Source: an optimization exercise on an open RTL-to-GDS flow (aim: small area). Production flows keep margins and buffers that such runs may drop. The RTL was checked by simulation tests, not by an equivalence proof against the original design. The flow treats the clock pin as an ideal source. Dropping or thinning the clock tree relies on that and would not hold on a real chip. Power and IR drop assume default switching activity.

==> flow/design.v <==
module gowin_top_entity(
    Sys_clk, Beep, Key, Sw, Uart_rxd, Uart_txd, Blue_Led,
    Tri_color_LED_1, Tri_color_LED_2, Tri_color_LED_3, Tri_color_LED_4,
    Dig_Seg_Sel, Seg_Blue_Led
);
    input        Sys_clk;
    output       Beep;
    input  [8:1] Key;
    input  [4:1] Sw;
    input        Uart_rxd;
    output       Uart_txd;
    output [8:1] Blue_Led;
    output [2:0] Tri_color_LED_1;
    output [2:0] Tri_color_LED_2;
    output [2:0] Tri_color_LED_3;
    output [2:0] Tri_color_LED_4;
    output [3:0] Dig_Seg_Sel;
    output [7:0] Seg_Blue_Led;
    wire rst = ~Key[1];
    reg [3:0] u;       
    reg [2:0] q;       
    reg       fl;      
    wire u9 = (u == 4'd9);
    always @(posedge Sys_clk)
        if (rst) begin
            u  <= 4'd5;
            q  <= 3'd0;
            fl <= 1'b1;
        end else begin
            u <= u9 ? 4'd0 : u + 4'd1;
            if (u9) q <= q + 3'd1;
            if (u9 && q == 3'd7) fl <= 1'b0;
        end
    wire rd = ~fl | (q > 3'd2) | ((q == 3'd2) & (u > 4'd1));
    wire hi = fl & ((q < 3'd4) | (q == 3'd4));
    wire [2:0] w8      = {q[1:0], 1'b0} + u[2:0];               
    wire       tick10  = (w8 == 3'd6);                           
    wire       clk1k   = (w8[1:0] == 2'd3) | (w8[1:0] == 2'd0);  
    wire       tick1hz = (q == 3'd4) && (u == 4'd2);             
    wire       latch   = u9 && (q[1:0] == 2'd0) && rd;           
    reg       prev_sw;
    reg [1:0] mb;      
    wire [2:0] md = {mb[1], mb[0], ~mb[1] & ~mb[0]};    
    always @(posedge Sys_clk) begin
        if (tick10) prev_sw <= Sw[1];    
        if (rst) mb <= 2'd0;
        else if (tick10 && rd && !prev_sw && Sw[1]) mb <= {mb[0], ~mb[1] & ~mb[0]};
    end
    reg [4:0] hr;
    reg [5:0] mn;
    reg [5:0] sc;
    wire inc_s = ~Sw[1] | (Sw[2] & md[0]);
    wire inc_m = Sw[1] & Sw[2] & md[1];
    wire inc_h = Sw[1] & Sw[2] & md[2];
    wire hr23 = (hr == 5'd23);
    wire mn59 = (mn == 6'd59);
    wire sc59 = (sc == 6'd59);
    wire s_c  = inc_s & sc59;
    wire m_in = inc_m | s_c;
    wire m_c  = m_in & mn59;
    wire h_in = inc_h | m_c;
    always @(posedge Sys_clk)
        if (rst || (tick1hz && h_in && hr23)) begin
            hr <= 5'd0; mn <= 6'd0; sc <= 6'd0;
        end else if (tick1hz) begin
            if (inc_s) sc <= sc59 ? 6'd0 : sc + 6'd1;
            if (m_in)  mn <= mn59 ? 6'd0 : mn + 6'd1;
            if (h_in)  hr <= hr + 5'd1;
        end
    reg [4:0] ah;
    reg [5:0] am;
    wire a_en  = tick10 & rd & Sw[3];
    wire a_m   = ~Key[7] &  Key[8];    
    wire a_h   =  Key[7] & ~Key[8];    
    wire am59  = (am == 6'd59);
    wire ah23  = (ah == 5'd23);
    wire ah_in = a_h | (a_m & am59);
    always @(posedge Sys_clk)
        if (rst) begin
            ah <= 5'd1; am <= 6'd1;
        end else if (a_en && ah_in && ah23) begin
            ah <= 5'd0; am <= 6'd0;
        end else if (a_en) begin
            if (a_m)   am <= am59 ? 6'd0 : am + 6'd1;
            if (ah_in) ah <= ah + 5'd1;
        end
    reg [4:0] cp;      
    wire chime_in = (mn == 6'd0) && (sc != 6'd0) && (sc < 6'd20);
    always @(posedge Sys_clk)
        if (rst) cp <= 5'd31;
        else if (tick10) begin
            if (cp == 5'd31) cp <= chime_in ? 5'd9 : 5'd31;
            else cp <= cp + 5'd1;
        end
    wire chime_out = (cp == 5'd9) | (cp == 5'd10) | (cp == 5'd11) |
                     (cp == 5'd14) | (cp == 5'd15) | (cp == 5'd16) |
                     (cp == 5'd19) | (cp == 5'd20) | (cp == 5'd21);
    reg [5:0] fs;      
    reg [2:0] ft;      
    wire eq = (ah == hr) && (am == mn) && (sc == 6'd0);
    wire f_idle = (fs == 6'd0);
    always @(posedge Sys_clk) begin
        if (rst) fs <= 6'd0;
        else if (tick10) begin
            if (f_idle) begin
                if (eq) fs <= 6'd39;
            end else if (ft == 3'b100)
                fs <= fs - 6'd1;
        end
        if (tick10) ft <= f_idle ? 3'b000 : {ft[1:0], ~ft[1] & ~ft[2]};
    end
    assign Beep = clk1k & (chime_out | fs[0]);
    reg [5:0] p1, p2;    
    reg       dob;       
    always @(posedge Sys_clk)
        if (latch) begin
            p1  <= Sw[4] ? (Sw[3] ? am : mn) : (Sw[3] ? {1'b0, ah} : {1'b0, hr});
            p2  <= Sw[4] ? (Sw[3] ? 6'd0 : sc) : (Sw[3] ? am : mn);
            dob <= Sw[3];
        end
    wire [1:0] s = q[1:0];
    wire [5:0] pv = s[1] ? p2 : p1;
    reg  [7:0] seg;
    reg  [3:0] dg;
    always @(*) begin
        dg = s[0] ? (pv % 6'd10) : (pv / 6'd10);
        if (hi)
            seg = !s[1] ? 8'hFF : (s[0] ? 8'h0B : 8'hDF);
        else begin
            case (dg)
                4'd0: seg[6:0] = 7'h40;
                4'd1: seg[6:0] = 7'h79;
                4'd2: seg[6:0] = 7'h24;
                4'd3: seg[6:0] = 7'h30;
                4'd4: seg[6:0] = 7'h19;
                4'd5: seg[6:0] = 7'h12;
                4'd6: seg[6:0] = 7'h02;
                4'd7: seg[6:0] = 7'h78;
                4'd8: seg[6:0] = 7'h00;
                default: seg[6:0] = 7'h10;
            endcase
            seg[7] = ~(dob | ((s == 2'd1) & sc[0]));
        end
    end
    assign Seg_Blue_Led = seg;
    assign Dig_Seg_Sel  = ~(4'b0001 << s);
    assign Blue_Led        = {md, 1'b0, ~Key[8], ~Key[7], 1'b0, sc[0]};
    assign Tri_color_LED_1 = {1'b0, rd, ~Key[1]};
    assign Tri_color_LED_2 = 3'b000;
    assign Tri_color_LED_3 = 3'b000;
    assign Tri_color_LED_4 = md;
    assign Uart_txd        = 1'b1;
endmodule
export LEC_CHECK = 0
export CAP_MARGIN = 20
export CORE_MARGIN = 2
export CORE_UTILIZATION = 80
export SLEW_MARGIN = 20
create_clock -name core_clock -period 40.0 [get_ports {Sys_clk}]
standard.sh (not shown) runs the stock make flow with config.mk's settings and CLKGATE_MAP_FILE= SYNTH_SCRIPT=/design/flow/synth_recipe.tcl, a recipe that flattens the netlist after the stock synthesis.
==> flow/flow/run.sh <==
#!/bin/bash
# Layout flow: ORFS as in standard.sh, with these changes:
#  - synthesis: the standard flow's synthesis script, but adders are left to ABC
#    (no ha/fa pre-mapping), and ABC maps for area with deeper scripts
#    (flow/abc*.script; the smallest result is kept, see flow/my_synth.tcl);
#    registers are inferred and named as in the standard synthesis;
#  - port buffers use the smallest buffer (buf_1);
#  - one tie cell per constant value, without splitting its fanout;
set -uo pipefail
HERE=$(pwd)
FLOWDIR=$HERE/flow
CFG=${FLOW_CONFIG:-$HERE/config.mk}
export MY_ABC_SCRIPTS="$(ls $FLOWDIR/abc*.script | tr "\n" " ")"
[ -f $FLOWDIR/clk_buf.txt ] && export MY_CLK_BUF="$(cat $FLOWDIR/clk_buf.txt)"
[ -f $FLOWDIR/clk_n.txt ] && export MY_CLK_N="$(cat $FLOWDIR/clk_n.txt)"
EXTRA_MAKE=""
[ -f $FLOWDIR/extra_make.txt ] && EXTRA_MAKE="$(cat $FLOWDIR/extra_make.txt)"
make -C $FLOW_HOME DESIGN_CONFIG=$CFG WORK_HOME=$HERE/orfs CLKGATE_MAP_FILE= \
  SYNTH_SCRIPT=$FLOWDIR/my_synth.tcl ADDER_MAP_FILE= \
  BUFFER_PORTS_ARGS="-buffer_cell sky130_fd_sc_hd__buf_1" \
  PRE_CTS_TCL=$FLOWDIR/pre_cts.tcl SKIP_REPAIR_TIE_FANOUT=1 $EXTRA_MAKE \
  finish > $HERE/make_finish.log 2>&1
status=$?
R=$HERE/orfs/results/${FLOW_PLATFORM:-sky130hd}/gowin_top_entity/base
if [[ -f $R/6_final.odb ]]; then
  : # left out here: write the final layout as DEF
fi
exit $status
==> flow/flow/abc01.script <==
strash
&get -n
&deepsyn -J 150 -T 120 -S 0
&put
dch
amap -m
==> flow/flow/abc02.script <==
strash
&get -n
&deepsyn -J 150 -T 120 -S 0
&put
dch -f
amap -m
==> flow/flow/abc03.script <==
strash
&get -n
&deepsyn -J 150 -T 120 -S 0
&put
dch
amap -F 3 -A 10
==> flow/flow/abc04.script <==
strash
&get -n
&deepsyn -J 150 -T 120 -S 1
&put
dch
amap -m
==> flow/flow/abc05.script <==
strash
&get -n
&deepsyn -J 150 -T 120 -S 2
&put
dch
amap -m
==> flow/flow/abc06.script <==
strash
&get -n
&deepsyn -J 150 -T 120 -S 3
&put
dch
amap -m
==> flow/flow/abc07.script <==
strash
&get -n
&deepsyn -J 150 -T 120 -S 4
&put
dch
amap -m
==> flow/flow/abc08.script <==
strash
&get -n
&deepsyn -J 150 -T 120 -S 5
&put
dch
amap -m
==> flow/flow/abc09.script <==
strash
&get -n
&deepsyn -J 150 -T 120 -S 6
&put
dch
amap -m
==> flow/flow/abc10.script <==
strash
&get -n
&deepsyn -J 150 -T 120 -S 7
&put
dch
amap -m
Other scripts of this flow, unchanged in this note and not shown: flow/flow/clk_buf.txt, flow/flow/clk_n.txt, flow/flow/my_synth.tcl, flow/flow/pre_cts.tcl
The first run finished with timing, DRC and antenna clean.
Rerun with:
==> flow/flow/abc1.script (new file) <==
strash
&get -n
&deepsyn -J 150 -T 120 -S 0
&put
dch
amap -m
==> flow/flow/abc2.script (new file) <==
strash
&get -n
&deepsyn -J 150 -T 120 -S 0
&put
dch -f
amap -m
==> flow/flow/abc3.script (new file) <==
strash
&get -n
&deepsyn -J 150 -T 120 -S 0
&put
dch
amap -F 3 -A 10
==> flow/flow/abc4.script (new file) <==
strash
&get -n
&deepsyn -J 150 -T 120 -S 1
&put
dch
amap -m
==> flow/flow/abc5.script (new file) <==
strash
&get -n
&deepsyn -J 150 -T 120 -S 2
&put
dch
amap -m
==> flow/flow/abc6.script (new file) <==
strash
&get -n
&deepsyn -J 150 -T 120 -S 3
&put
dch
amap -m
- CORE_UTILIZATION: 80 -> 60
removed: flow/flow/abc01.script
removed: flow/flow/abc02.script
removed: flow/flow/abc03.script
removed: flow/flow/abc04.script
removed: flow/flow/abc05.script
removed: flow/flow/abc06.script
removed: flow/flow/abc07.script
removed: flow/flow/abc08.script
removed: flow/flow/abc09.script
removed: flow/flow/abc10.script
Effect:
- total power went up by 0.39%
- synthesized cell count does not change
- final cell count went up by 4.1%
Rerun with:
==> flow/flow/abc01.script (new file) <==
strash
&get -n
&deepsyn -J 150 -T 120 -S 0
&put
dch
amap -m
==> flow/flow/abc02.script (new file) <==
strash
&get -n
&deepsyn -J 150 -T 120 -S 0
&put
dch -f
amap -m
==> flow/flow/abc03.script (new file) <==
strash
&get -n
&deepsyn -J 150 -T 120 -S 0
&put
dch
amap -F 3 -A 10
==> flow/flow/abc04.script (new file) <==
strash
&get -n
&deepsyn -J 150 -T 120 -S 1
&put
dch
amap -m
==> flow/flow/abc05.script (new file) <==
strash
&get -n
&deepsyn -J 150 -T 120 -S 2
&put
dch
amap -m
==> flow/flow/abc06.script (new file) <==
strash
&get -n
&deepsyn -J 150 -T 120 -S 3
&put
dch
amap -m
==> flow/flow/abc07.script (new file) <==
strash
&get -n
&deepsyn -J 150 -T 120 -S 4
&put
dch
amap -m
==> flow/flow/abc08.script (new file) <==
strash
&get -n
&deepsyn -J 150 -T 120 -S 5
&put
dch
amap -m
==> flow/flow/abc09.script (new file) <==
strash
&get -n
&deepsyn -J 150 -T 120 -S 6
&put
dch
amap -m
==> flow/flow/abc10.script (new file) <==
strash
&get -n
&deepsyn -J 150 -T 120 -S 7
&put
dch
amap -m
removed: flow/flow/abc1.script
removed: flow/flow/abc2.script
removed: flow/flow/abc3.script
removed: flow/flow/abc4.script
removed: flow/flow/abc5.script
removed: flow/flow/abc6.script
=>
- clock power is about the same
- combinational power barely changes
- worst hold slack stays the same
- global-route usage does not change
- maximum frequency is unchanged
No run of this note takes its clock network from TritonCTS; it comes from the design's own scripts or RTL.

-- separate check: timing with driven ports --
The results above use ideal ports. As a check the final layouts listed here were re-extracted and re-timed, cells and wires unchanged.
Step 1, drivers: a clkbuf_16 drives Sys_clk and a buf_2 each remaining input, both assumed.
Step 2 adds t to the input delays and takes it off the output delays; t is the mean of the earliest and latest rising clock arrival at the registers after step 1. Input paths then give back, and output paths get back, about the clock's delay inside the block.
a / b / c = no drivers / after step 1 / after step 2; a / b = the first two.
run	shift t [ns]	setup slack, ns	worst register clock-pin slew, ns
the first run	0.191	22.549 / 22.523 / 22.523	0.11 / 0.11
the second run	0.198	22.506 / 22.482 / 22.482	0.11 / 0.11
the third run	0.198	22.506 / 22.482 / 22.482	0.11 / 0.11
After both steps every run listed still meets setup and hold. For the first run, which loses most, drivers alone change the setup slack by -0.026 ns; drivers and shift together by -0.026 ns.
